This design comes from an exercise in tuning for small area, a short achievable clock period and few clock cycles on the open sky130 flow, not from production work.
Function was not checked in any run shown here: the RTL went through the layout flow alone.
Power is estimated from default activity; no workload was simulated.

===== design/flow/config.mk =====
export PLATFORM = sky130hd
export DESIGN_NAME = proc
export DESIGN_NICKNAME = proc
export VERILOG_FILES = /design/flow/design.v
export SDC_FILE = /design/flow/constraint.sdc
export NUM_CORES = 4
export LEC_CHECK = 0
export ABC_AREA = 1
export CAP_MARGIN = 20
export CORE_MARGIN = 2
export CORE_UTILIZATION = 40
export PLACE_DENSITY = 0.6
export SLEW_MARGIN = 20
export TNS_END_PERCENT = 0

===== design/flow/constraint.sdc =====
create_clock -name core_clock -period 12.0 [get_ports {clk}]
set_input_delay 2.4000 -clock core_clock [delete_from_list [all_inputs] [get_ports {clk}]]
set_output_delay 2.4000 -clock core_clock [all_outputs]
set_load 0.01 [all_outputs]

===== design/flow/design.v =====
module proc (
   imem_addr, dmem_addr, dmem_wdata, dmem_we, halted,
   clk, rst, imem_data, dmem_rdata
   );
   input clk;
   input rst;
   input [15:0] imem_data;
   input [15:0] dmem_rdata;
   output [15:0] imem_addr;
   output [15:0] dmem_addr;
   output [15:0] dmem_wdata;
   output dmem_we;
   output halted;
   reg [15:0] ir;       
   reg        v;        
   reg        hf;       
   reg [15:0] pcn;      
   reg [15:0] ra;       
   reg [15:0] rb;       
   reg [15:0] rw;       
   reg        sub;      
   reg [3:0]  samt;     
   reg [15:0] r0, r1, r2, r3, r4, r5, r6, r7;
   wire [4:0] op = ir[15:11];
   wire [2:0] rs = ir[10:8];
   wire [2:0] rt = ir[7:5];
   wire [2:0] rd = ir[4:2];
   wire is_halt  = (op == 5'b00000);
   wire is_j     = (op[4:2] == 3'b001);                    
   wire is_link  = (op[4:1] == 4'b0011);                   
   wire is_br    = (op[4:2] == 3'b011);
   wire is_alui  = (op[4:2] == 3'b010);                    
   wire is_shi   = (op[4:2] == 3'b101);                    
   wire is_st    = (op == 5'b10000);
   wire is_ld    = (op == 5'b10001);
   wire is_slbi  = (op == 5'b10010);
   wire is_stu   = (op == 5'b10011);
   wire is_lbi   = (op == 5'b11000);
   wire is_btr   = (op == 5'b11001);
   wire is_shr   = (op == 5'b11010);
   wire is_arr   = (op == 5'b11011);
   wire is_set   = (op[4:2] == 3'b111);
   wire [15:0] p = ra ^ rb;
   wire [15:0] g = ra & rb;
   wire [15:0] g1, p1, g2, p2, g3, p3, g4, p4;
   genvar gi;
   generate for (gi = 0; gi < 16; gi = gi + 1) begin : g_pfx
      if (gi % 2 == 1) begin : l1a
         assign g1[gi] = g[gi] | (p[gi] & g[gi - 1]);
         assign p1[gi] = p[gi] & p[gi - 1];
      end else begin : l1b
         assign g1[gi] = g[gi]; assign p1[gi] = p[gi];
      end
      if (gi % 4 >= 2) begin : l2a
         assign g2[gi] = g1[gi] | (p1[gi] & g1[gi - (gi % 4) + 1]);
         assign p2[gi] = p1[gi] & p1[gi - (gi % 4) + 1];
      end else begin : l2b
         assign g2[gi] = g1[gi]; assign p2[gi] = p1[gi];
      end
      if (gi % 8 >= 4) begin : l3a
         assign g3[gi] = g2[gi] | (p2[gi] & g2[gi - (gi % 8) + 3]);
         assign p3[gi] = p2[gi] & p2[gi - (gi % 8) + 3];
      end else begin : l3b
         assign g3[gi] = g2[gi]; assign p3[gi] = p2[gi];
      end
      if (gi >= 8) begin : l4a
         assign g4[gi] = g3[gi] | (p3[gi] & g3[7]);
      end else begin : l4b
         assign g4[gi] = g3[gi];
      end
   end endgenerate
   wire [15:0] sum = p ^ {g4[14:0], 1'b0};
   wire cout = g4[15];
   wire eq = &p;                                           
   wire le = (ra[15] ^ rb[15]) ? sum[15] : ra[15];         
   reg set_r;
   always @(*) begin
      case (op[1:0])
        2'b00: set_r = eq;
        2'b01: set_r = le & ~eq;
        2'b10: set_r = le;
        default: set_r = cout;
      endcase
   end
   wire [1:0] shop = is_shi ? op[1:0] : ir[1:0];          
   wire [15:0] s1 = samt[0] ? {ra[0], ra[15:1]} : ra;
   wire [15:0] s2 = samt[1] ? {s1[1:0], s1[15:2]} : s1;
   wire [15:0] s3 = samt[2] ? {s2[3:0], s2[15:4]} : s2;
   wire [15:0] s4 = samt[3] ? {s3[7:0], s3[15:8]} : s3;
   wire [15:0] mask_r = 16'hFFFF >> samt;                  
   reg [15:0] mask;
   always @(*) begin
      case (shop)
        2'b01: mask = (samt == 4'd0) ? 16'hFFFF : ~mask_r;   
        2'b11: mask = mask_r;                                
        default: mask = 16'hFFFF;                            
      endcase
   end
   wire [15:0] shift_r = s4 & mask;
   wire [15:0] arev;
   genvar gr;
   generate for (gr = 0; gr < 16; gr = gr + 1) begin : g_rev
      assign arev[gr] = ra[15 - gr];
   end endgenerate
   wire lxor = is_alui ? ~op[0] : ~ir[0];
   wire [15:0] logic_r = lxor ? p : (p & ra);
   wire sel_sum = (is_alui & ~op[1]) | is_stu | (is_arr & ~ir[1]);
   wire sel_log = (is_alui & op[1]) | (is_arr & ir[1]);
   wire sel_sh  = is_shi | is_shr;
   wire [15:0] wdata = ({16{sel_sum}} & (sum ^ {16{sub}}))
                     | ({16{sel_log}} & logic_r)
                     | ({16{sel_sh}}  & shift_r)
                     | {15'h0000, is_set & set_r}
                     | ({16{is_btr}}  & arev)
                     | ({16{is_slbi}} & {ra[7:0], ir[7:0]})
                     | ({16{is_lbi}}  & {{8{ir[7]}}, ir[7:0]})
                     | ({16{is_ld}}   & dmem_rdata)
                     | ({16{is_link}} & pcn);
   wire act = v & ~hf;
   wire wen = act & (is_alui | is_shi | is_ld | is_slbi | is_stu | op[4:3] == 2'b11 | is_link);
   reg [2:0] wsel;
   always @(*) begin
      if (is_link) wsel = 3'd7;
      else if (is_alui | is_shi | is_ld) wsel = rt;
      else if (is_stu | is_slbi | is_lbi) wsel = rs;
      else wsel = rd;
   end
   wire [15:0] wd = rst ? 16'h0000 : wdata;
   wire [7:0] wdec = 8'b1 << wsel;
   wire [7:0] we = {8{rst}} | ({8{wen}} & wdec);
   always @(posedge clk) begin
      if (we[0]) r0 <= wd;
      if (we[1]) r1 <= wd;
      if (we[2]) r2 <= wd;
      if (we[3]) r3 <= wd;
      if (we[4]) r4 <= wd;
      if (we[5]) r5 <= wd;
      if (we[6]) r6 <= wd;
      if (we[7]) r7 <= wd;
   end
   assign dmem_addr  = sum;
   assign dmem_wdata = rw;
   assign dmem_we    = act & (is_st | is_stu);
   wire wz = ~|rw;
   reg bcond;
   always @(*) begin
      case (op[1:0])
        2'b00: bcond = wz;
        2'b01: bcond = ~wz;
        2'b10: bcond = rw[15];
        default: bcond = ~rw[15];
      endcase
   end
   wire take = v & (is_j | (is_br & bcond));
   assign imem_addr = take ? sum : pcn;
   wire [15:0] pcn_next = imem_addr + 16'd2;
   wire [15:0] fi = imem_data;
   wire [4:0] fop = fi[15:11];
   wire f_br  = (fop[4:2] == 3'b011);
   wire f_pc  = f_br | (fop[4:2] == 3'b001 && !fop[0]);    
   wire [2:0] fa = fi[10:8];
   wire [2:0] fb = f_br ? fi[10:8] : fi[7:5];
   wire fwa = wen & (wsel == fa);
   wire fwb = wen & (wsel == fb);
   wire [7:0] fa1 = (8'b1 << fa) & {8{~fwa}};
   wire [7:0] fb1 = (8'b1 << fb) & {8{~fwb}};
   wire [15:0] opa = ({16{fwa}} & wdata) | ({16{fa1[0]}} & r0) | ({16{fa1[1]}} & r1) | ({16{fa1[2]}} & r2) | ({16{fa1[3]}} & r3)
                   | ({16{fa1[4]}} & r4) | ({16{fa1[5]}} & r5) | ({16{fa1[6]}} & r6) | ({16{fa1[7]}} & r7);
   wire [15:0] opb = ({16{fwb}} & wdata) | ({16{fb1[0]}} & r0) | ({16{fb1[1]}} & r1) | ({16{fb1[2]}} & r2) | ({16{fb1[3]}} & r3)
                   | ({16{fb1[4]}} & r4) | ({16{fb1[5]}} & r5) | ({16{fb1[6]}} & r6) | ({16{fb1[7]}} & r7);
   wire f_sub = (fop == 5'b01001) | (fop == 5'b11011 && fi[1:0] == 2'b01)
              | (fop[4:2] == 3'b111 && fop[1:0] != 2'b11);
   reg [15:0] fimm;
   always @(*) begin
      if (fop[4:2] == 3'b001) fimm = fop[0] ? {8'h00, fi[7:0]} : {{5{fi[10]}}, fi[10:0]};
      else if (f_br) fimm = {{8{fi[7]}}, fi[7:0]};
      else fimm = {{11{fi[4]}}, fi[4:0]};
   end
   wire [15:0] fb_val = (fop[4] & fop[3]) ? opb : fimm;
   wire f_shi = (fop[4:2] == 3'b101);
   wire [3:0] f_amt = f_shi ? fi[3:0] : opb[3:0];
   wire f_left = f_shi ? ~fop[1] : ~fi[1];
   always @(posedge clk) begin
      ir  <= fi;
      ra  <= f_pc ? pcn_next : opa;
      rb  <= fb_val ^ {16{f_sub}};
      rw  <= opb;
      sub <= f_sub;
      samt <= f_left ? 4'd0 - f_amt : f_amt;
   end
   always @(posedge clk) begin
      if (rst) begin
         v   <= 1'b0;
         hf  <= 1'b0;
         pcn <= 16'h0000;
      end else begin
         v   <= 1'b1;
         hf  <= hf | (v & is_halt);
         pcn <= pcn_next;
      end
   end
   assign halted = hf | (v & is_halt);
endmodule

===== design/flow/flow/run.sh =====
#!/bin/bash
# The standard layout (the standard.sh: standard synthesis, ORFS floorplan to finish)
# with these changes:
#  - repair_timing aims at a larger setup slack (SETUP_SLACK_MARGIN) at the design's
#    unchanged clock period;
#  - every input and output port still gets its own buffer, a plain buf_2 instead of
#    the delay cell (clkdlybuf4s50_1) that buffer_ports picks by default;
#  - clock tree synthesis as ORFS runs it, without dummy loads.
set -euo pipefail
bash standard.sh SETUP_SLACK_MARGIN=7.5 ADDER_MAP_FILE= \
  "BUFFER_PORTS_ARGS=-buffer_cell sky130_fd_sc_hd__buf_2" \
  "CTS_ARGS=-sink_clustering_enable -repair_clock_nets -dont_use_dummy_load" \
  finish > flow_make.log 2>&1

===== design/flow/standard.sh =====
#!/bin/bash
# synth_recipe.tcl (not shown) runs the flow's synth.tcl, then flattens the netlist and writes it again
# the make line also repeats each setting of config.mk as NAME=value (left out here)
make -C /OpenROAD-flow-scripts/flow DESIGN_CONFIG=/design/flow/config.mk WORK_HOME=/design/flow/orfs CLKGATE_MAP_FILE= SYNTH_SCRIPT=/design/flow/synth_recipe.tcl "${@:-finish}"

==> results.yml, run 1 <==
status:
  status: "timing/DRC/antenna clean"
synth:
  synth_edf_count: 128
  synthesis.area_um2: 13000
  yosysWarningCount: 1
  synth-seq-cells: 215
  syn_avg_cell_area_um2: 7.19
  async_flop_share_pct: 0
  synth_cells: 1808
  synth.distinct_cells: 59
  ys.flop_type: "edfxtp_1"
  netlist_top_cells_area: "edfxtp_1 (30%), nand2_1 (16%), dfxtp_1 (13%)"
  synth_top_area_share_pct: 29.6
  netlist.top_cell.by_area: "edfxtp_1"
  syn-num-nets: 1842
  ys_seq_area_share_pct: 43.0
floorplanning:
  die_width_um: 184
  initial_core_util_pct: 40.3
  core-area_um2: 32300
  rows: 66
  io_pins: 84
  dieArea_um2: 34000
  die_h_um: 184
sta:
  rsz0062_at_grt: "true"
  min_period_over_period_pct: 41.3
  final-hold-violation-count: 0
  worst_slew_margin_rel_pct: 37.3
  finalCriticalPeriod_ns: 4.95
  tns_ns: 0
  tightest_slew_ns: 0.941
  setup_violations: 0
  max_freq_mhz: 202
  slew_viol_final: 0
  whs_ns: 0.482
  final.setup_skew_ns: 0.0369
power:
  power_switching_mw: 0.963
  comb_power_share_pct: 35.0
  p_clk_share_pct: 25.0
  p_leak_nw: 6.80
  power_density_nw_per_um2: 164
  power_mw: 2.47
  p_seq_share_pct: 40.0
  p_sw_share_pct: 39.0
  ir_worst_vdd_v: 0.000127
  p_int_mw: 1.51
grt:
  antenna_found_initial: 1
  grt_pass1_wl_mm: 77.6
  grt_max_degree: 36
  grt_remaining_overflow: 0
  grt_pass1_vias: 11886
  track_usage_pct: 31.0
routing:
  totalWireLength_mm: 53.2
  drt_iter0_drc: 1640
  postRouteAntennaNets: 0
  dr_total_vias: 13065
  routed_via_density: 5.55
  firstDrtPassIters: 6
  avgRoutedWirePerCell_um: 22.6
  drc: 0
clock_tree:
  cts_root_buffer: "clkbuf_16"
  cts_buffers: 24
  hold_buffers: 0
  cts_tree: "built"
  clk_pin_slew_ns: 0.06
  cts_sinks: 215
  cts_buffer_depth: 3
  htree_num_levels: 1
  clk_latency_ns: 0.53
layout:
  fin_cells: 2353
  seqCellArea_um2: 5620
  drive_gt1_share_pct: 17.1
  final_common_cell: "nand2_1"
  num-nets-final: 1947
  diodes: 0
  fillerInstances: 3285
  multi_input_area_um2: 6630
  layout_common_cells: "nand2_1 (532), inv_1 (201), nor2_1 (164)"
  syn_to_final_growth_pct: 15.8
  final_core_util_pct: 46.6
hold_path:
  holdPathEnd: "hf"
  hold_class: "register to register"
  hold_depth: 2
  min_from: "hf"
placement:
  dp_hpwl_mm: 41.3
  place_congestion: 1.03
  dpl.cell_count: 2302
  io_buffers: 83
worst_setup_path:
  critPathCaptureType: "output pin"
  worst_setup_path_start_kind: "register"
  r2r_setup_slack_ns: 7.79
  worstPathRequired_ns: 9.60
  critical_path_class: "register to output pin"
  rr_worst_depth: 14
  r2r_end: "ra[1]"
  path_max_fanout: 7
  r2r_start: "ir[15]"
  cp_data_arrival_time_ns: 2.55
job:
  maxCapViolCount: 0
## cell type report
cell class / instances / share of cell area, %
multi-input cells: 1310 / 44.1
flip-flops and latches: 215 / 37.3
inverters: 238 / 5.96
repair buffers: 124 / 5.00
clock buffers: 24 / 3.99
well taps: 442 / 3.67
## state kept, by name, indices dropped and copies added (netlist names), 16 cells and up
signal  cells
r1         16
ir         16
rw         16
pcn        16
r6         16
r4         16
rb         16
ra         16
r0         16
r3         16
r5         16
r2         16
r7         16
## through the flow
step           area [µm²]  worst slack [ns]
2_1_floorplan       13000              7.60
3_3_place_gp        13800              6.83
3_5_place_dp        13800              6.77
4_1_cts             14800              7.08
5_1_grt             15100              6.98
6_report            15100              7.05
## cell usage after synthesis (5+ instances only)
| cell type | instances |
|---|---|
| a211oi_1 | 5 |
| a21oi_1 | 65 |
| a221oi_1 | 6 |
| a31oi_1 | 8 |
| buf_2 | 11 |
| clkbuf_1 | 26 |
| dfxtp_1 | 87 |
| edfxtp_1 | 128 |
| inv_1 | 207 |
| inv_2 | 28 |
| nand2_1 | 546 |
| nand2_2 | 19 |
| nand3_1 | 146 |
| nand3_2 | 7 |
| nand4_1 | 22 |
| nor2_1 | 174 |
| nor2_2 | 11 |
| nor3_1 | 14 |
| o2111ai_1 | 5 |
| o211ai_1 | 20 |
| o21ai_0 | 103 |
| o21ai_1 | 25 |
| o22ai_1 | 50 |
| or2_2 | 13 |
| xor2_1 | 16 |
## metal layers
metal / vias to the layer above / part of all wire [%] / wire (µm) / global-route usage (%)
met1: 6081 / 42 / 22500 / 42.5
met3: 129 / 7.6 / 4050 / 3.36
met5: - / 0.024 / 13 / 0
li1: 6184 / - / - / -
met4: 2 / 5.4 / 2900 / 14.6
met2: 669 / 45 / 23700 / 49.1
## power by group through the flow
stage | Clock, mW | Sequential [mW] | Combinational [mW]
detailed placement | 0 | 0.994 | 0.761
CTS | 0.625 | 0.984 | 0.808
global route | 0.654 | 0.995 | 0.935
floorplan | 0 | 0.952 | 0.504
global placement | 0 | 0.995 | 0.761
finish | 0.617 | 0.989 | 0.863
## timing repair
item	4_1_cts	5_1_grt
hold endpoints to repair	0	0
buffers inserted	17	8
gates cloned	1	1
endpoints found under the setup margin	49	69
pin swaps	16	14
gates resized for setup	69	41
## cells by family (layout without fill, tap and decap cells)
kind of cell	count (synthesis)	in the layout	share of synthesized area (%)
buf+inv	285	386	8.78
simple gates	974	976	32.6
compound gates	313	313	14.2
xor+xnor	20	20	1.46
flops	215	215	43.0
mux	1	1	0.0770
## worst max-delay path, cell delays in order, from the launching register on
cell     delay, ns
dfxtp_2       0.39
inv_1         0.11
nand2_1       0.07
nand2_1       0.09
inv_2         0.10
nor2_1        0.05
a21oi_2       0.23
nand2_4       0.16
nand2_1       0.12
nand2_2       0.10
xor2_4        0.18
o21ai_4       0.20
inv_2         0.06
buf_2         0.14
## worst max path at each step
| stage | to | from | slack, ns | depth (start not counted) |
|---|---|---|---|---|
| 2_1_floorplan | samt[3] | imem_data[13] | 7.60 | 20 |
| 3_3_place_gp | imem_addr[7] | rw[10] | 6.83 | 10 |
| 3_5_place_dp | samt[3] | imem_data[15] | 6.77 | 19 |
| 4_1_cts | imem_addr[15] | rw[14] | 7.08 | 12 |
| 5_1_grt | imem_addr[14] | ra[7] | 6.98 | 14 |
| 6_report | imem_addr[15] | ra[7] | 7.05 | 13 |
==> inputs of run 2 (changes only) <==
--- a/design/flow/design.v
+++ b/design/flow/design.v
@@ -17,5 +17,5 @@
    reg [15:0] pcn;      
    reg [15:0] ra;       
-   reg [15:0] rb;       
+   reg [15:0] p, g;
    reg [15:0] rw;       
    reg        sub;      
@@ -41,6 +41,4 @@
    wire is_arr   = (op == 5'b11011);
    wire is_set   = (op[4:2] == 3'b111);
-   wire [15:0] p = ra ^ rb;
-   wire [15:0] g = ra & rb;
    wire [15:0] g1, p1, g2, p2, g3, p3, g4, p4;
    genvar gi;
@@ -73,5 +71,5 @@
    wire cout = g4[15];
    wire eq = &p;                                           
-   wire le = (ra[15] ^ rb[15]) ? sum[15] : ra[15];         
+   wire le = p[15] ? sum[15] : ra[15];                     
    reg set_r;
    always @(*) begin
@@ -177,4 +175,5 @@
       else fimm = {{11{fi[4]}}, fi[4:0]};
    end
+   wire [15:0] fa_val = f_pc ? pcn_next : opa;
    wire [15:0] fb_val = (fop[4] & fop[3]) ? opb : fimm;
    wire f_shi = (fop[4:2] == 3'b101);
@@ -183,6 +182,7 @@
    always @(posedge clk) begin
       ir  <= fi;
-      ra  <= f_pc ? pcn_next : opa;
-      rb  <= fb_val ^ {16{f_sub}};
+      ra  <= fa_val;
+      p   <= fa_val ^ fb_val ^ {16{f_sub}};
+      g   <= fa_val & (fb_val ^ {16{f_sub}});
       rw  <= opb;
       sub <= f_sub;
--- a/design/flow/flow/run.sh
+++ b/design/flow/flow/run.sh
@@ -8,5 +8,5 @@
 #  - clock tree synthesis as ORFS runs it, without dummy loads.
 set -euo pipefail
-bash standard.sh SETUP_SLACK_MARGIN=7.5 ADDER_MAP_FILE= \
+bash standard.sh SETUP_SLACK_MARGIN=7.5 \
   "BUFFER_PORTS_ARGS=-buffer_cell sky130_fd_sc_hd__buf_2" \
   "CTS_ARGS=-sink_clustering_enable -repair_clock_nets -dont_use_dummy_load" \
--- a/design/flow/config.mk
+++ b/design/flow/config.mk
@@ -12,3 +12,2 @@
 export PLACE_DENSITY = 0.6
 export SLEW_MARGIN = 20
-export TNS_END_PERCENT = 0
==> results.yml, run 2 <==
clock_tree:
  clk_latency_ns: 0.55
  clk_pin_slew_ns: 0.06
  cts_buffer_depth: 3
  cts_tree: "built"
  htree_num_levels: 1
  cts_buffers: 26
  cts_sinks: 231
  cts_root_buffer: "clkbuf_16"
  hold_buffers: 0
routing:
  totalWireLength_mm: 62.5
  drt_iter0_drc: 2046
  avgRoutedWirePerCell_um: 23.1
  dr_total_vias: 15971
  routed_via_density: 5.91
  drc: 0
  firstDrtPassIters: 8
  postRouteAntennaNets: 0
power:
  ir_worst_vdd_v: 0.0000775
  power_density_nw_per_um2: 156
  p_leak_nw: 8.16
  power_mw: 2.80
sta:
  worst_slew_margin_rel_pct: 27.9
  final.setup_skew_ns: 0.0252
  tns_ns: 0
  max_freq_mhz: 210
  finalCriticalPeriod_ns: 4.75
  tightest_slew_ns: 1.08
  whs_ns: 0.483
  final-hold-violation-count: 0
  setup_violations: 0
  rsz0062_at_grt: "true"
  slew_viol_final: 0
  min_period_over_period_pct: 39.6
synth:
  syn_avg_cell_area_um2: 6.86
  netlist.top_cell.by_area: "edfxtp_1"
  synth.distinct_cells: 42
  synth-seq-cells: 231
  synth_cells: 2076
  yosysWarningCount: 1
  netlist_top_cells_area: "edfxtp_1 (27%), nand3_1 (16%), nand2_1 (16%)"
  async_flop_share_pct: 0
  synth_top_area_share_pct: 27.0
  ys.flop_type: "edfxtp_1"
  synthesis.area_um2: 14300
  syn-num-nets: 2115
  synth_edf_count: 128
  ys_seq_area_share_pct: 41.4
  synth_common_cells: "nand2_1 (590), nand3_1 (444), nor2_1 (205), inv_1 (195), edfxtp_1 (128)"
  yosysMostFrequentCell: "nand2_1"
worst_setup_path:
  cp_cell_sequence: "or2_1 -> nor2_2 -> nand3_2 -> nand2_2 -> nand2_2 -> nand3_4 -> buf_12 -> buf_12 -> nand3_1 -> nand2_2 -> inv_1 -> buf_2"
  path_max_fanout: 8
  critPathMaxStageDelay_ns: 0.34
  critPathSlowestCell: "dfxtp_4"
  worst_setup_path_start_kind: "register"
  critical_path_class: "register to output pin"
  cp_data_arrival_time_ns: 2.35
  rr_worst_depth: 39
  worstPathRequired_ns: 9.60
  crit_top_cell: "nand2_2"
  critPathCaptureType: "output pin"
grt:
  grt_max_degree: 76
  grt_pass1_wl_mm: 86.5
  antenna_found_initial: 1
  track_usage_pct: 31.6
  grt_remaining_overflow: 0
  grt_pass1_vias: 14071
floorplanning:
  core-area_um2: 35300
  die_h_um: 193
  io_pins: 84
  rows: 69
  dieArea_um2: 37200
  die_width_um: 193
  initial_core_util_pct: 40.4
layout:
  fin_cells: 2703
  layout_common_cells: "nand2_1 (522), nand3_1 (418), inv_1 (173)"
  num-nets-final: 2283
  drive_gt1_share_pct: 23.1
  seqCellArea_um2: 5930
  final_common_cell: "nand2_1"
  multi_input_area_um2: 8310
  fillerInstances: 3422
  final_cell_area_um2: 18000
  syn_to_final_growth_pct: 26.5
  diodes: 0
hold_path:
  hold_depth: 2
  hold_class: "register to register"
job:
  maxCapViolCount: 0
status:
  status: "timing/DRC/antenna clean"
placement:
  dpl_cell_area_um2: 15000
  place_congestion: 0.995
  dpl.cell_count: 2556
  io_buffers: 83
  dp_hpwl_mm: 42.3
[run 2: changes by cell type in the layout (fill, tap and decap cells not counted), sizes merged, moves of 6 or more]
| cell | before | now |
|---|---|---|
| a21oi | 68 | 61 |
| nor3 | 17 | 10 |
| xor2 | 18 | 10 |
| or2 | 14 | 5 |
| a221oi | 6 | 0 |
| buf | 124 | 205 |
| o22ai | 50 | 9 |
| dfxtp | 87 | 103 |
| o21ai | 133 | 103 |
| nand3b | 2 | 9 |
| inv | 234 | 208 |
| nor2 | 190 | 219 |
| nand2 | 574 | 618 |
| nand3 | 153 | 449 |
[run 2: metal layers]
metal / GRT usage [%] / share of wire, %
met5: 0 / 0.022
met1: 40.5 / 38
met4: 18.6 / 6.8
met2: 50.4 / 45
met3: 4.64 / 10
[run 2: final timing paths]
kind         startpoint       endpoint  slack, ns
min                  hf             hf       0.48
min reg2reg          hf             hf       0.48
max              ir[12]  imem_addr[10]       7.25
max reg2reg        p[1]          p[15]       7.33
[run 2: cell families (layout without fill, tap and decap cells)]
family | count (synthesis) | after routing | share of synthesized area (%)
XOR/XNOR | 10 | 10 | 0.615
adder cells (fa/ha/maj) | 5 | 5 | 0.439
AND/OR/NAND/NOR | 1322 | 1339 | 40.5
AO/OA/AOI/OAI | 210 | 210 | 8.27
flip-flops | 231 | 231 | 41.4
buffers and inverters | 298 | 447 | 8.76
[run 2: layout make-up]
type / instances / share of cell area (%)
Tap cell: 461 / 3.20
Timing Repair inverter: 1 / 0.0278
Inverter: 213 / 4.58
Clock buffer: 26 / 3.61
Multi-Input combinational cell: 1564 / 46.1
Timing Repair Buffer: 207 / 9.60
Sequential cell: 231 / 32.9
[run 2: power breakdown]
part	total, mW	leakage, nW	internal [mW]	switching, mW
clock network	0.681	0.320	0.377	0.303
registers	1.07	2.18	0.963	0.102
logic	1.06	5.66	0.365	0.693
total	2.80	8.16	1.71	1.10
[run 2: repair_timing]
| action | in CTS | in global routing |
|---|---|---|
| buffers inserted | 49 | 52 |
| endpoints found under the setup margin | 83 | 71 |
| cloned | 5 | 15 |
| gates resized for setup | 113 | 204 |
| pin swaps | 29 | 95 |
[run 2: through the flow]
step	util, %	worst slack [ns]
final	51.1	7.25
after global routing	51.1	7.18
after CTS	46.9	7.28
after detailed placement	42.6	6.06
after global placement	42.5	6.15
after floorplan	-	7.55
[run 2: critical path, delay by kind of cell, from the launching register on]
kind                   cells  cell delay [ns]
buffers and inverters      4             0.51
DFF                        1             0.34
and+or+nand+nor            8             0.96
==> inputs of run 3 (changes only) <==
--- a/design/flow/design.v
+++ b/design/flow/design.v
@@ -17,5 +17,5 @@
    reg [15:0] pcn;      
    reg [15:0] ra;       
-   reg [15:0] p, g;
+   reg [15:0] rb;       
    reg [15:0] rw;       
    reg        sub;      
@@ -41,4 +41,6 @@
    wire is_arr   = (op == 5'b11011);
    wire is_set   = (op[4:2] == 3'b111);
+   wire [15:0] p = ra ^ rb;
+   wire [15:0] g = ra & rb;
    wire [15:0] g1, p1, g2, p2, g3, p3, g4, p4;
    genvar gi;
@@ -71,5 +73,5 @@
    wire cout = g4[15];
    wire eq = &p;                                           
-   wire le = p[15] ? sum[15] : ra[15];                     
+   wire le = (ra[15] ^ rb[15]) ? sum[15] : ra[15];         
    reg set_r;
    always @(*) begin
@@ -175,5 +177,4 @@
       else fimm = {{11{fi[4]}}, fi[4:0]};
    end
-   wire [15:0] fa_val = f_pc ? pcn_next : opa;
    wire [15:0] fb_val = (fop[4] & fop[3]) ? opb : fimm;
    wire f_shi = (fop[4:2] == 3'b101);
@@ -182,7 +183,6 @@
    always @(posedge clk) begin
       ir  <= fi;
-      ra  <= fa_val;
-      p   <= fa_val ^ fb_val ^ {16{f_sub}};
-      g   <= fa_val & (fb_val ^ {16{f_sub}});
+      ra  <= f_pc ? pcn_next : opa;
+      rb  <= fb_val ^ {16{f_sub}};
       rw  <= opb;
       sub <= f_sub;
==> design/flow/flow/run.sh (replaced) <==
#!/bin/bash
# The standard layout (the standard.sh: standard synthesis, ORFS floorplan to finish)
# with these changes:
#  - ABC maps the logic with flow/abc_area.script (ABC_AREA is 1) instead of ORFS's
#    abc_area.script; ORFS's scripts are copied into the work folder for that, nothing
#    else in them changes, and the registers are those of the standard synthesis;
#  - repair_timing aims at a larger setup slack (SETUP_SLACK_MARGIN) at the design's
#    unchanged clock period;
#  - every input and output port still gets its own buffer, a plain buf_2 instead of
#    the delay cell (clkdlybuf4s50_1) that buffer_ports picks by default;
#  - clock tree synthesis with clkbuf_8 and without dummy loads.
set -euo pipefail
rm -rf orfs_scripts
cp -r "$FLOW_HOME/scripts" orfs_scripts
cp flow/abc_area.script orfs_scripts/abc_area.script
bash standard.sh SCRIPTS_DIR="$PWD/orfs_scripts" SETUP_SLACK_MARGIN=7 \
  "BUFFER_PORTS_ARGS=-buffer_cell sky130_fd_sc_hd__buf_2" \
  "CTS_ARGS=-sink_clustering_enable -repair_clock_nets -dont_use_dummy_load -buf_list sky130_fd_sc_hd__clkbuf_8 -sink_clustering_size 20" \
  finish > flow_make.log 2>&1
==> design/flow/flow/abc_area.script (new file) <==
strash
dch
map -a
topo
stime -c
buffer -c
upsize -c
dnsize -c
==> results.yml, run 3 <==
clock_tree:
  cts_sinks: 215
  clk_pin_slew_ns: 0.06
  cts_tree: "built"
  cts_root_buffer: "clkbuf_8"
  cts_buffer_depth: 3
  cts_buffers: 35
  htree_num_levels: 2
  clk_latency_ns: 0.52
synth:
  synth-seq-cells: 215
  synth.distinct_cells: 58
  async_flop_share_pct: 0
  synth_edf_count: 128
  netlist_top_cells_area: "edfxtp_1 (32%), dfxtp_1 (14%), inv_1 (6.2%)"
  ys.flop_type: "edfxtp_1"
  netlist.top_cell.by_area: "edfxtp_1"
  syn_avg_cell_area_um2: 8.68
  yosysMostFrequentCell: "inv_1"
  syn-num-nets: 1467
  synth_top_area_share_pct: 31.7
  synthesis.area_um2: 12100
  synth_cells: 1397
  ys_seq_area_share_pct: 46.1
  synth_common_cells: "inv_1 (201), nand2_1 (177), nor2_1 (146), edfxtp_1 (128), o21ai_0 (105)"
  yosysWarningCount: 1
placement:
  dpl.cell_count: 1853
  io_buffers: 83
  place_congestion: 0.974
  dp_slack_ns: 5.91
  dp_hpwl_mm: 35.6
worst_setup_path:
  cp_data_arrival_time_ns: 3.06
  r2r_setup_slack_ns: 7.42
  critical_path_class: "register to output pin"
  r2r_end: "ra[15]"
  worstPathRequired_ns: 9.60
  critPathSlowestCell: "dfxtp_4"
  crit_top_cell: "nor2_1"
  rr_worst_depth: 21
  cp_cell_sequence: "ha_4 -> inv_2 -> fa_2 -> nor2_1 -> nor2_1 -> nor2_1 -> nor2_2 -> nor2_2 -> nor2_4 -> buf_4 -> buf_6 -> o221ai_4 -> xor2_2 -> nand2_1 -> nand2_2 -> buf_6"
  worst_setup_path_start_kind: "register"
  critPathMaxStageDelay_ns: 0.37
  r2r_start: "ir[11]"
  critPathCaptureType: "output pin"
  path_max_fanout: 4
grt:
  grt_pass1_vias: 11338
  antenna_found_initial: 0
  grt_max_degree: 38
  grt_remaining_overflow: 0
  grt_pass1_wl_mm: 71.6
  track_usage_pct: 30.8
routing:
  drt_iter0_drc: 1543
  postRouteAntennaNets: 0
  avgRoutedWirePerCell_um: 25.2
  firstDrtPassIters: 6
  drc: 0
  totalWireLength_mm: 49.7
  routed_via_density: 5.99
  dr_total_vias: 11831
sta:
  slew_viol_final: 0
  min_period_over_period_pct: 45.5
  finalWorstSetupSlack_ns: 6.54
  worst_slew_margin_rel_pct: 19.2
  max_freq_mhz: 183
  tns_ns: 0
  final.setup_skew_ns: 0.0331
  final-hold-violation-count: 0
  setup_violations: 0
  finalCriticalPeriod_ns: 5.46
  tightest_slew_ns: 1.18
  rsz0062_at_grt: "true"
floorplanning:
  die_width_um: 178
  initial_core_util_pct: 40.8
  rows: 63
  die_h_um: 178
  dieArea_um2: 31700
  io_pins: 84
  core-area_um2: 29700
layout:
  fillerInstances: 2735
  num-nets-final: 1657
  syn_to_final_growth_pct: 23.3
  diodes: 0
  drive_gt1_share_pct: 24.5
  fin_cells: 1975
  final_common_cell: "inv_1"
  layout_common_cells: "inv_1 (177), nand2_1 (169), nor2_1 (136)"
job:
  maxCapViolCount: 0
power:
  p_leak_nw: 6.23
  ir_worst_vdd_v: 0.0000976
  power_density_nw_per_um2: 175
status:
  status: "timing/DRC/antenna clean"
hold_path:
  hold_depth: 2
  holdPathEnd: "hf"
  min_from: "hf"
  hold_class: "register to register"
[run 3: logic make-up (layout without fill, tap and decap cells)]
kind of cell | Yosys count | in the layout | synth area share (%)
fa+ha+maj | 36 | 36 | 3.96
simple gates | 419 | 419 | 14.9
xor+xnor | 40 | 40 | 2.95
mux | 26 | 26 | 2.15
flops | 215 | 215 | 46.1
buf+inv | 266 | 454 | 8.42
compound gates | 395 | 395 | 21.5
[run 3: repair_timing]
item | CTS | global route
hold buffers | 0 | 0
endpoints found under the hold margin | 0 | 0
buffers inserted | 59 | 27
endpoints found under the setup margin | 56 | 49
gates cloned | 1 | 0
gates resized for setup | 105 | 78
pin swaps | 41 | 37
[run 3: worst max-delay path: cells and delay by family (launching register included)]
kind	cells	cell delay, ns
simple gates	8	0.78
fa+ha+maj	2	0.46
buf+inv	4	0.41
flops	1	0.37
compound gates	1	0.26
xor+xnor	1	0.26
[run 3: layer usage]
layer	routed length, µm	track usage, %
met4	3220	17.9
met5	0	0
met2	22500	49.1
met1	19300	39.9
met3	4660	4.65
[run 3: cell type report]
type	count	area, µm²	area share (%)
flip-flops and latches	215	5600	37.5
well taps	390	488	3.26
clock buffers	35	482	3.22
inverters	215	832	5.57
repair inverters	1	7.51	0.0502
repair buffers	203	1520	10.2
multi-input cells	916	6020	40.3
[run 3: worst max path at each step]
| stage | startpoint | slack [ns] | endpoint |
|---|---|---|---|
| floorplan | imem_data[13] | 7.07 | samt[3] |
| global placement | imem_data[13] | 5.96 | samt[2] |
| detailed placement | imem_data[13] | 5.91 | samt[2] |
| CTS | rb[0] | 6.43 | imem_addr[14] |
| global route | rb[0] | 6.35 | imem_addr[14] |
| finish | rb[0] | 6.54 | imem_addr[15] |
[run 3: metrics by stage]
step	util [%]	hold WS, ns	power (mW)	area [µm²]
2_1_floorplan	-	0.463	1.47	12100
3_3_place_gp	44.1	0.479	1.79	13100
3_5_place_dp	44.2	0.485	1.79	13100
4_1_cts	48.6	0.494	2.48	14400
5_1_grt	50.3	0.550	2.73	14900
6_report	50.3	0.495	2.61	14900
[run 3: power by group]
part | leakage, nW | switching, mW | total, mW | internal, mW
registers | 2.05 | 0.0945 | 0.997 | 0.903
logic | 3.93 | 0.659 | 1.10 | 0.440
clock network | 0.252 | 0.259 | 0.517 | 0.258
total | 6.23 | 1.01 | 2.61 | 1.60
==> inputs of run 4 (changes only) <==
==> design/flow/flow/abc_area.script (replaced) <==
&get -n
&st
&dch
&nf -R 1000
&put
topo
stime -c
buffer -c
upsize -c
dnsize -c
==> results.yml, run 4 <==
status:
  status: "timing/DRC/antenna clean"
synth:
  synthesis.area_um2: 11700
  synth-seq-cells: 215
  async_flop_share_pct: 0
  yosysWarningCount: 1
  ys_seq_area_share_pct: 47.6
  synth_edf_count: 128
  synth_common_cells: "nand2_1 (132), edfxtp_1 (128), nor2_1 (117), dfxtp_1 (87), a21oi_1 (85)"
  netlist.top_cell.by_area: "edfxtp_1"
  ys.flop_type: "edfxtp_1"
  syn_avg_cell_area_um2: 9.88
  netlist_top_cells_area: "edfxtp_1 (33%), dfxtp_1 (15%), a222oi_1 (6.0%)"
  synth_cells: 1187
  yosysMostFrequentCell: "nand2_1"
  synth.distinct_cells: 74
  synth_top_area_share_pct: 32.8
  syn-num-nets: 1257
grt:
  antenna_found_initial: 0
  grt_remaining_overflow: 0
  grt_pass1_vias: 10264
  track_usage_pct: 26.7
  grt_pass1_wl_mm: 62.0
  grt_max_degree: 44
layout:
  drive_gt1_share_pct: 29.0
  final_cell_area_um2: 14800
  fin_cells: 1751
  diodes: 0
  final_common_cell: "edfxtp_1"
  layout_common_cells: "edfxtp_1 (128), nand2_1 (127), nor2_1 (109)"
  num-nets-final: 1439
  syn_to_final_growth_pct: 26.3
clock_tree:
  cts_buffers: 35
  cts_root_buffer: "clkbuf_8"
  htree_num_levels: 2
  cts_buffer_depth: 3
  cts_sinks: 215
  cts_tree: "built"
  clk_latency_ns: 0.52
  clk_pin_slew_ns: 0.05
floorplanning:
  die_width_um: 175
  die_h_um: 175
  io_pins: 84
  dieArea_um2: 30700
  rows: 62
  initial_core_util_pct: 40.7
  core-area_um2: 28800
power:
  ir_worst_vdd_v: 0.0000592
  power_mw: 2.67
  power_density_nw_per_um2: 180
  p_leak_nw: 5.84
routing:
  dr_total_vias: 10920
  avgRoutedWirePerCell_um: 24.7
  postRouteAntennaNets: 0
  firstDrtPassIters: 9
  routed_via_density: 6.24
  drt_iter0_drc: 1959
  totalWireLength_mm: 43.3
  drc: 0
worst_setup_path:
  cp_data_arrival_time_ns: 3.16
  worstPathRequired_ns: 9.60
  worst_setup_path_start_kind: "register"
  critPathCaptureType: "output pin"
  path_max_fanout: 4
  critical_path_class: "register to output pin"
sta:
  finalCriticalPeriod_ns: 5.56
  slew_viol_final: 0
  setup_violations: 0
  min_period_over_period_pct: 46.3
  tightest_slew_ns: 1.05
  worst_slew_margin_rel_pct: 30.1
  max_freq_mhz: 180
  final.setup_skew_ns: 0.0419
  final-hold-violation-count: 0
  tns_ns: 0
  rsz0062_at_grt: "true"
placement:
  dpl.cell_count: 1619
  dp_hpwl_mm: 29.0
  place_congestion: 0.954
  io_buffers: 83
  dpl_cell_area_um2: 12700
hold_path:
  hold_class: "register to register"
job:
  maxCapViolCount: 0
## run 4: cell types whose count changed after synthesis, sizes merged, moves of 16 or more
cell | before | now
nor2 | 155 | 118
a222oi | 0 | 70
a22oi | 43 | 14
xnor2 | 5 | 36
inv | 214 | 47
mux2 | 0 | 16
a221oi | 54 | 22
o21ai | 128 | 72
clkbuf | 36 | 53
nand2 | 182 | 136
## run 4: report_power, final
part | internal, mW | leakage (nW) | switching, mW
combinational | 0.514 | 3.53 | 0.653
clock | 0.258 | 0.252 | 0.247
sequential | 0.910 | 2.05 | 0.0896
total | 1.68 | 5.84 | 0.989
## run 4: area by class of cell
class / count / area [µm²]
multi-input combinational: 859 / 6450
clock buffer: 35 / 482
inverter: 48 / 180
timing repair buffer: 210 / 1600
fill: 2536 / 14000
tap: 384 / 480
sequential: 215 / 5620
## run 4: metrics by stage
| stage | worst slack [ns] | hold WS (ns) | utilization [%] |
|---|---|---|---|
| after CTS | 6.42 | 0.547 | 49.0 |
| after global routing | 6.29 | 0.592 | 51.4 |
| after global placement | 5.86 | 0.529 | 44.1 |
| after detailed placement | 5.77 | 0.536 | 44.1 |
| after floorplan | 6.73 | 0.467 | - |
| final | 6.44 | 0.546 | 51.4 |
## run 4: logic make-up (layout without fill, tap and decap cells)
group                    Yosys count  after routing  share of synthesized area [%]
AND/OR/NAND/NOR                  390            392                           15.7
AO/OA/AOI/OAI                    318            318                           19.5
flip-flops                       215            215                           47.6
buffers and inverters            115            293                           3.84
XOR/XNOR                          64             64                           4.85
multiplexers                      49             49                           4.35
adder cells (fa/ha/maj)           36             36                           4.10
## run 4: what timing repair did
| item | in CTS | in global routing |
|---|---|---|
| gates resized for setup | 105 | 80 |
| buffers inserted | 52 | 42 |
| gates cloned | 3 | 0 |
| hold buffers | 0 | 0 |
| pin swaps | 36 | 34 |
| setup endpoints to repair | 68 | 49 |
## run 4: worst paths after layout
kind / start / end / slack [ns] / cells after the start
hold reg to reg: r4[8] / rw[8] / 0.55 / 2
hold / removal: r4[8] / rw[8] / 0.55 / 2
setup reg to reg: ra[1] / ra[9] / 7.13 / 23
setup / recovery: rb[5] / imem_addr[14] / 6.44 / 16
## run 4: layer usage
layer | up-vias | global-route usage, % | share of wire (%)
li1 | 4820 | - | -
met2 | 727 | 44.9 | 48
met4 | 0 | 13.7 | 5.3
met5 | - | 0 | 0
met3 | 156 | 4.16 | 9.4
met1 | 5217 | 33.1 | 37
## run 4: worst max-delay path, stage by stage (launching register included)
cell	delay (ns)
dfxtp_1	0.33
inv_1	0.07
ha_4	0.28
inv_1	0.05
a21oi_2	0.21
nor2_1	0.06
nor2_1	0.21
nor2_1	0.11
nor3_4	0.23
o21a_1	0.17
nor2_1	0.05
nor2_1	0.15
nor2_1	0.07
nor2_2	0.15
xor2_2	0.10
mux2_4	0.30
buf_6	0.12

[afterwards: timing with drivers on the ports]
How much do the figures lean on ideal ports? The routed layouts below were timed once more, with nothing changed but the port constraints. Step 1: set_driving_cell puts a clkbuf_16 on clk and a buf_2 on each other input, an assumption about the parent block. Step 2, shift: input delay + t, output delay - t, t = (earliest + latest rising clock arrival at the registers) / 2. This alone moves slack from input paths to output paths. a / b / c = no drivers / after step 1 / after step 2; a / b = the first two.
run	t, ns	setup WS [ns]	hold WS [ns]	cell pins on the clock port's net
run 1	0.565	7.047 / 6.996 / 6.768	0.482 / 0.482 / 0.482	1
run 2	0.583	7.247 / 7.197 / 6.931	0.483 / 0.483 / 0.483	1
run 3	0.544	6.536 / 6.495 / 6.538	0.495 / 0.495 / 0.495	1
run 4	0.542	6.442 / 6.395 / 6.322	0.546 / 0.546 / 0.546	1
After both steps every run listed still meets setup and hold. For run 2, which loses most, drivers alone change the setup slack by -0.050 ns; drivers and shift together by -0.316 ns.
